From an optimization exercise on the open Yosys and OpenROAD flow, aimed at small area; shortcuts taken in it are not production practice. Function was checked by simulation only, so behaviour that the tests miss may differ from the original. Power and IR drop assume default switching activity.

==> inputs of build 18 <==
==> flow/design.v <==
module toplevel(S, DIP, LedEx, SEG, AN, reset, clk, led, usb_tx, usb_rx);
    input reset;
    input clk;
    output reg [7:0] led;
    output [3:0] AN;
    output [7:0] SEG;
    output [23:0] LedEx;
    input [23:0] DIP;
    input [4:0] S;
    input usb_rx;
    output reg usb_tx;
    localparam [6:0] C49 = 7'b0101011;
    localparam [6:0] C99 = 7'b1001011;
    localparam [9:0] B858 = 10'b0100000110;
    reg [6:0] c;         
    reg [4:0] C;         
    wire c_end  = (c == C99);
    wire c_mid  = (c == C49);
    always @(posedge clk or negedge reset)
        if (!reset) begin
            c <= 0;
            C <= 0;
            led <= 0;
        end else begin
            c <= c_end ? 7'd0 : {c[5:0], ~(c[6] ^ c[5])};
            if (c_end) begin
                C <= (C[4] & C[1] & C[0]) ? 5'd0 : C + 5'd1;
                if (C[3] & ~C[2] & ~C[1] & C[0])
                    led <= led + 8'h1;
            end
        end
    reg tx_done;
    wire tx_u868 = c[0] & ~c[1] & c[3] & c[4] & ~c[5] & ~c[6] & ~C[0] & C[3] & ~led[0] & ~led[1] & ~led[2];
    wire tx_u1737 = ~c[0] & c[1] & ~c[2] & c[3] & c[4] & ~c[6] & C[0] & ~C[1] & C[4] & led[0] & ~led[1];
    wire tx_u2606 = c[0] & c[1] & c[2] & c[3] & c[4] & c[5] & ~C[0] & C[1] & C[2] & ~C[3] & led[0] & ~led[1];
    wire tx_u6951 = ~c[0] & ~c[1] & c[3] & ~c[4] & ~c[6] & C[0] & ~C[1] & ~C[2] & C[3] & led[0] & led[1];
    wire tx_u7820 = c[0] & ~c[1] & c[2] & c[3] & c[5] & ~c[6] & ~C[0] & C[1] & C[4] & led[2];
    wire tx_u8689 = ~c[0] & ~c[3] & ~c[4] & ~c[5] & c[6] & C[1] & C[2] & ~C[3] & led[2];
    wire tx_edge = ~tx_done & (tx_u868 | tx_u1737 | tx_u2606 | tx_u6951 | tx_u7820 | tx_u8689);
    always @(posedge clk or negedge reset)
        if (!reset) begin
            usb_tx <= 1;
            tx_done <= 0;
        end else begin
            if (tx_edge)
                usb_tx <= ~usb_tx;
            if (tx_edge & tx_u8689)
                tx_done <= 1;
        end
    reg [15:0] bcd;      
    reg [13:0] K;        
    reg [1:0]  mx;       
    wire active = ~|S;
    wire ge99   = (|K[13:7]) | (K[6] & K[5] & (K[4] | K[3] | K[2] | (K[1] & K[0])));
    wire ge999  = (|K[13:10]) | (&K[9:5] & (K[4] | K[3] | (&K[2:0])));
    wire ge9999 = K[13] & K[10] & K[9] & K[8] & (&K[3:0]);
    wire fire = active & (mx[0] ? ge99 : mx[1] ? ge999 : ge9999);
    wire n0 = bcd[3] & bcd[0];       
    wire n1 = bcd[7] & bcd[4];
    wire n2 = bcd[11] & bcd[8];
    wire n3 = bcd[15] & bcd[12];
    wire cy0 = fire;
    wire cy1 = cy0 & n0;
    wire cy2 = cy1 & n1;
    wire cy3 = cy2 & n2;
    function [3:0] dinc(input [3:0] d, input ci, input nine);
        dinc = !ci ? d : nine ? 4'd0 : d + 4'd1;
    endfunction
    wire [3:0] d0 = (bcd[3] & bcd[1]) ? 4'd0 : bcd[3:0] + 4'd1;    
    always @(posedge clk or negedge reset)
        if (!reset) begin
            bcd <= 16'h000a;
            K <= 0;
            mx <= 0;
        end else begin
            if (!active) begin
                if (S[4])      mx <= 2'd2;
                else if (S[3]) mx <= 2'd1;
                else if (S[1]) mx <= 2'd0;
            end
            K <= fire ? 14'd0 : K + {13'd0, active};
            bcd <= {dinc(bcd[15:12], cy3, n3), dinc(bcd[11:8], cy2, n2), dinc(bcd[7:4], cy1, n1), (cy0 ? (n0 ? 4'd0 : d0) : bcd[3:0])};
        end
    reg [3:0] dig;       
    reg [1:0] sidx;      
    reg       back;      
    wire nz3 = |bcd[15:12];
    wire nz2 = nz3 | (|bcd[11:8]);
    wire nz1 = nz2 | (|bcd[7:4]);
    wire blank = &dig;
    wire [1:0] cur = (back | blank) ? 2'd0 : sidx + 2'd1;
    wire show = cur[1] ? (cur[0] ? nz3 : nz2) : (cur[0] ? nz1 : 1'b1);
    wire [3:0] curdig = cur[1] ? (cur[0] ? bcd[15:12] : bcd[11:8]) : (cur[0] ? bcd[7:4] : bcd[3:0]);
    always @(posedge clk or negedge reset)
        if (!reset)
            dig <= 4'hf;
        else if (c_mid & show)
            dig <= curdig;
    always @(posedge clk)
        if (c_mid) begin
            if (show)
                sidx <= cur;
            back <= ~show;
        end
    assign AN = {~(~blank & sidx == 2'd3), ~(~blank & sidx == 2'd2), ~(~blank & sidx == 2'd1), ~(~blank & sidx == 2'd0)};
    reg [7:0] seg_r;
    always @(*)
        case (dig)
            4'h0, 4'ha: seg_r = 8'hc0;
            4'h1: seg_r = 8'hf9;
            4'h2: seg_r = 8'ha4;
            4'h3: seg_r = 8'hb0;
            4'h4: seg_r = 8'h99;
            4'h5: seg_r = 8'h92;
            4'h6: seg_r = 8'h82;
            4'h7: seg_r = 8'hf8;
            4'h8: seg_r = 8'h80;
            4'h9: seg_r = 8'h90;
            default: seg_r = 8'hff;
        endcase
    assign SEG = seg_r;
    reg [3:0] rs;        
    reg [9:0] rb;        
    reg [9:0] sh;        
    reg [9:0] frame;
    reg       rx_d;
    reg       seen;
    wire rcv  = |rs[3:1];
    wire tick = rcv & (rb == B858);
    always @(posedge clk) begin
        rb <= (!rcv || tick) ? 10'd0 : {rb[8:0], ~(rb[9] ^ rb[6])};
        if (tick)
            sh <= {usb_rx, sh[9:1]};
    end
    always @(posedge clk or negedge reset)
        if (!reset) begin
            rs <= 0;
            frame <= 0;
            rx_d <= 0;
            seen <= 0;
        end else begin
            rx_d <= usb_rx;
            if (rs == 4'd0) begin
                if (usb_rx) rs <= 4'd1;
            end else if (rs == 4'd1) begin
                if (!usb_rx) begin
                    rs <= 4'd2;
                    seen <= 1;
                end
            end else if (tick) begin
                if (rs[3] & rs[2]) begin
                    rs <= 4'd0;
                    frame <= sh;
                end else
                    rs <= rs + 4'd1;
            end
        end
    assign LedEx = {seen, 6'd0, rx_d, 6'd0, frame};
endmodule
==> flow/flow/run.sh <==
#!/bin/bash
# Own flow: the standard layout with three changes
#  - synthesis without the half/full-adder extraction and with a stronger area-only ABC script
#    (flow/abc_area.script); registers are mapped exactly as in the standard synthesis
#  - after floorplan every logic cell is swapped for its smallest size (flow/downsize.tcl)
#  - ports are buffered with sky130_fd_sc_hd__buf_1
#  - clock tree synthesis adds no dummy loads
#  - constant outputs share the synthesis's single tie cell
set -euo pipefail
W=$(pwd)
cp -r "$FLOW_HOME/scripts" "$W/myscripts"
cp "$W/flow/abc_area.script" "$W/myscripts/abc_area.script"
bash standard.sh synth SCRIPTS_DIR="$W/myscripts" ADDER_MAP_FILE= > "$W/synth.log" 2>&1
bash standard.sh finish "POST_FLOORPLAN_TCL=$W/flow/downsize.tcl" "BUFFER_PORTS_ARGS=-buffer_cell sky130_fd_sc_hd__buf_1" \
  "CTS_ARGS=-sink_clustering_enable -repair_clock_nets -dont_use_dummy_load" SKIP_REPAIR_TIE_FANOUT=1 > "$W/layout.log" 2>&1
==> flow/flow/abc_area.script <==
strash
&get -n
&deepsyn -T 30
&put
dch -f
amap
topo
==> flow/flow/downsize.tcl <==
# Swap every logic cell for the smallest cell of the same function (timing is far from critical);
# later repair steps upsize where slew or capacitance need it.
set db [ord::get_db]
set lib [lindex [$db getLibs] 0]
set n 0
foreach inst [[ord::get_db_block] getInsts] {
  set m [$inst getMaster]
  set name [$m getName]
  if {![regexp {^(sky130_fd_sc_hd__\w+?)_(\d+)$} $name -> base drive]} { continue }
  if {[string match "*tap*" $base] || [string match "*conb*" $base] || [string match "*fill*" $base] || [string match "*decap*" $base]} { continue }
  set best $m
  foreach d {0 1 2} {
    set cand [$db findMaster "${base}_$d"]
    if {$cand eq "NULL" || $cand eq ""} { continue }
    if {[$cand getWidth] < [$best getWidth]} { set best $cand }
  }
  if {$best ne $m} {
    set lc [get_lib_cells */[$best getName]]
    if {[llength $lc] == 0 || [get_property [lindex $lc 0] dont_use]} { continue }
    replace_cell [get_cells [$inst getName]] [lindex $lc 0]
    incr n
  }
}
puts "downsize: replaced $n cells"
==> flow/standard.sh <==
#!/bin/bash
# synth_recipe.tcl (not shown) runs the flow's synth.tcl, then flattens the netlist and writes it again
# the make line also repeats each setting of config.mk as NAME=value (left out here)
make -C /OpenROAD-flow-scripts/flow DESIGN_CONFIG=/design/flow/config.mk WORK_HOME=/design/flow/orfs CLKGATE_MAP_FILE= SYNTH_SCRIPT=/design/flow/synth_recipe.tcl "${@:-finish}"
==> flow/config.mk <==
export PLATFORM = sky130hd
export DESIGN_NAME = toplevel
export DESIGN_NICKNAME = toplevel
export VERILOG_FILES = /design/flow/design.v
export SDC_FILE = /design/flow/constraint.sdc
export NUM_CORES = 4
export LEC_CHECK = 0
export ABC_AREA = 1
export CAP_MARGIN = 20
export CORE_MARGIN = 2
export CORE_UTILIZATION = 40
export SLEW_MARGIN = 20
==> flow/constraint.sdc <==
create_clock -name core_clock -period 10.0 [get_ports {clk}]
set_input_delay 2.0000 -clock core_clock [delete_from_list [all_inputs] [get_ports {clk}]]
set_output_delay 2.0000 -clock core_clock [all_outputs]
set_load 0.01 [all_outputs]
==> inputs of build 96, as changes to build 18 <==
--- a/flow/design.v
+++ b/flow/design.v
@@ -30,13 +30,12 @@
             end
         end
     reg tx_done;
-    wire tx_u868 = c[0] & ~c[1] & c[3] & c[4] & ~c[5] & ~c[6] & ~C[0] & C[3] & ~led[0] & ~led[1] & ~led[2];
-    wire tx_u1737 = ~c[0] & c[1] & ~c[2] & c[3] & c[4] & ~c[6] & C[0] & ~C[1] & C[4] & led[0] & ~led[1];
-    wire tx_u2606 = c[0] & c[1] & c[2] & c[3] & c[4] & c[5] & ~C[0] & C[1] & C[2] & ~C[3] & led[0] & ~led[1];
-    wire tx_u6951 = ~c[0] & ~c[1] & c[3] & ~c[4] & ~c[6] & C[0] & ~C[1] & ~C[2] & C[3] & led[0] & led[1];
-    wire tx_u7820 = c[0] & ~c[1] & c[2] & c[3] & c[5] & ~c[6] & ~C[0] & C[1] & C[4] & led[2];
-    wire tx_u8689 = ~c[0] & ~c[3] & ~c[4] & ~c[5] & c[6] & C[1] & C[2] & ~C[3] & led[2];
-    wire tx_edge = ~tx_done & (tx_u868 | tx_u1737 | tx_u2606 | tx_u6951 | tx_u7820 | tx_u8689);
+    wire tx_edge = ~tx_done & ((c[0] & ~c[1] & c[3] & c[4] & ~c[5] & ~c[6] & ~C[0] & C[3] & ~led[0] & ~led[1] & ~led[2]) |
+        (~c[0] & c[1] & ~c[2] & c[3] & c[4] & ~c[6] & C[0] & ~C[1] & C[4] & ~led[1] & ~led[2]) |
+        (c[0] & c[1] & c[2] & c[3] & c[4] & c[5] & ~C[0] & C[1] & C[2] & ~C[3] & led[0] & ~led[1] & ~led[2]) |
+        (~c[0] & ~c[1] & c[3] & ~c[4] & ~c[6] & C[0] & ~C[1] & ~C[2] & C[3] & led[0] & led[1] & ~led[2]) |
+        (c[0] & ~c[1] & c[2] & c[3] & c[5] & ~c[6] & ~C[0] & C[1] & C[4] & ~led[0] & ~led[1]) |
+        (~c[0] & ~c[3] & ~c[4] & ~c[5] & c[6] & ~C[0] & C[1] & C[2] & ~C[3] & ~led[0] & ~led[1] & led[2]));
     always @(posedge clk or negedge reset)
         if (!reset) begin
             usb_tx <= 1;
@@ -44,10 +43,11 @@
         end else begin
             if (tx_edge)
                 usb_tx <= ~usb_tx;
-            if (tx_edge & tx_u8689)
+            if (led[3])
                 tx_done <= 1;
         end
     reg [15:0] bcd;      
+    reg        fired;    
     reg [13:0] K;        
     reg [1:0]  mx;       
     wire active = ~|S;
@@ -59,17 +59,17 @@
     wire n1 = bcd[7] & bcd[4];
     wire n2 = bcd[11] & bcd[8];
     wire n3 = bcd[15] & bcd[12];
-    wire cy0 = fire;
+    wire cy0 = fire & fired;
     wire cy1 = cy0 & n0;
     wire cy2 = cy1 & n1;
     wire cy3 = cy2 & n2;
     function [3:0] dinc(input [3:0] d, input ci, input nine);
         dinc = !ci ? d : nine ? 4'd0 : d + 4'd1;
     endfunction
-    wire [3:0] d0 = (bcd[3] & bcd[1]) ? 4'd0 : bcd[3:0] + 4'd1;    
     always @(posedge clk or negedge reset)
         if (!reset) begin
-            bcd <= 16'h000a;
+            bcd <= 0;
+            fired <= 0;
             K <= 0;
             mx <= 0;
         end else begin
@@ -79,7 +79,8 @@
                 else if (S[1]) mx <= 2'd0;
             end
             K <= fire ? 14'd0 : K + {13'd0, active};
-            bcd <= {dinc(bcd[15:12], cy3, n3), dinc(bcd[11:8], cy2, n2), dinc(bcd[7:4], cy1, n1), (cy0 ? (n0 ? 4'd0 : d0) : bcd[3:0])};
+            fired <= fired | fire;
+            bcd <= {dinc(bcd[15:12], cy3, n3), dinc(bcd[11:8], cy2, n2), dinc(bcd[7:4], cy1, n1), dinc(bcd[3:0], cy0, n0)};
         end
     reg [3:0] dig;       
     reg [1:0] sidx;      
@@ -87,26 +88,27 @@
     wire nz3 = |bcd[15:12];
     wire nz2 = nz3 | (|bcd[11:8]);
     wire nz1 = nz2 | (|bcd[7:4]);
-    wire blank = &dig;
-    wire [1:0] cur = (back | blank) ? 2'd0 : sidx + 2'd1;
+    wire [1:0] cur = back ? 2'd0 : sidx + 2'd1;
     wire show = cur[1] ? (cur[0] ? nz3 : nz2) : (cur[0] ? nz1 : 1'b1);
     wire [3:0] curdig = cur[1] ? (cur[0] ? bcd[15:12] : bcd[11:8]) : (cur[0] ? bcd[7:4] : bcd[3:0]);
     always @(posedge clk or negedge reset)
-        if (!reset)
+        if (!reset) begin
             dig <= 4'hf;
-        else if (c_mid & show)
-            dig <= curdig;
-    always @(posedge clk)
-        if (c_mid) begin
-            if (show)
+            sidx <= 2'd3;
+            back <= 0;
+        end else if (c_mid) begin
+            if (show) begin
+                dig <= curdig;
                 sidx <= cur;
+            end
             back <= ~show;
         end
+    wire blank = &dig;
     assign AN = {~(~blank & sidx == 2'd3), ~(~blank & sidx == 2'd2), ~(~blank & sidx == 2'd1), ~(~blank & sidx == 2'd0)};
     reg [7:0] seg_r;
     always @(*)
         case (dig)
-            4'h0, 4'ha: seg_r = 8'hc0;
+            4'h0: seg_r = 8'hc0;
             4'h1: seg_r = 8'hf9;
             4'h2: seg_r = 8'ha4;
             4'h3: seg_r = 8'hb0;
==> flow/run.sh (new file) <==
#!/bin/bash
# synth_recipe.tcl (not shown) runs the flow's synth.tcl, then flattens the netlist and writes it again
# the make line also repeats each setting of config.mk as NAME=value (left out here)
make -C /OpenROAD-flow-scripts/flow DESIGN_CONFIG=/design/flow/config.mk WORK_HOME=/design/flow/orfs CLKGATE_MAP_FILE= SYNTH_SCRIPT=/design/flow/synth_recipe.tcl finish
--- a/flow/config.mk
+++ b/flow/config.mk
@@ -9,4 +9,5 @@
 export CAP_MARGIN = 20
 export CORE_MARGIN = 2
 export CORE_UTILIZATION = 40
+export CTS_BUF_LIST = sky130_fd_sc_hd__clkbuf_8
 export SLEW_MARGIN = 20
removed: flow/flow/run.sh
removed: flow/flow/abc_area.script
removed: flow/flow/downsize.tcl
removed: flow/standard.sh
==> summary of the runs <==
Between build 96 and build 18, the lower global-route usage is in build 18 (gap 0.28 points). Of build 96 and build 18, build 96 has the higher sequential power (gap about 1%, measured against build 18). Between build 18 and build 96, the lower maximum frequency is in build 18 (gap about 5.5%, measured against build 96). In build 96 the non-clock buffer count is lower than in build 18, by 1. Against build 18, the area after synthesis of build 96 is larger by about 23%. First-iteration DRC count: build 18 is lower than build 96 (22%).
==> figures <==
	build 96	build 18
Run status	no timing/DRC/antenna violations	no timing/DRC/antenna violations
Worst slew margin relative to its limit	0.343	0.376
Crit path top cell by count	inv_1	nor2_1
Count of placed standard cells including taps	781	583
Fraction of layout instances using a drive strength above 1	0.0944	0.0417
Lkg Pwr	0.00276 uW	0.00181 uW
Fraction of the core area covered by cells at the end of the flow	0.459	0.439
Critical-path cell with the highest stage delay	dfstp_2	nor3b_1
XOR/XNOR Fraction of Synth Area	0.0327	0
Fmax achieved	242 MHz	229 MHz
Share of the synthesized area in compound gates (AO/OA/AOI/OAI)	0.0828	0.134
Critical path startpoint category	flop	primary input
Sequential cell area in the final layout	2460 um2	2450 um2
Final non-filler cell area	5720 um2	4450 um2

==> afterwards: timing with drivers on the ports <==
No port has a modelled driver above. Below, the same layouts with a new extraction and two added sets of constraints.
Step 1: set_driving_cell puts a clkbuf_16 on clk and a buf_2 on each other input, an assumption about the parent block.
Step 2 times the ports against the registers' clock, not the clock port: input delays grow and output delays shrink by t, the midpoint of the rising clock arrivals with the driver on.
Slacks: no drivers / after step 1 / after step 2; pairs: no drivers / after step 1.
run | shift t [ns] | setup slack, ns | latest minus earliest clock arrival (ns) | cell pins on the clock port's net
build 18 | 0.377 | 5.635 / 5.637 / 5.260 | 0.039 / 0.039 | 1
build 96 | 0.394 | 5.876 / 5.843 / 5.524 | 0.012 / 0.011 | 1
After both steps every run listed still meets setup and hold. For build 18, which loses most, drivers alone change the setup slack by +0.002 ns; drivers and shift together by -0.375 ns.
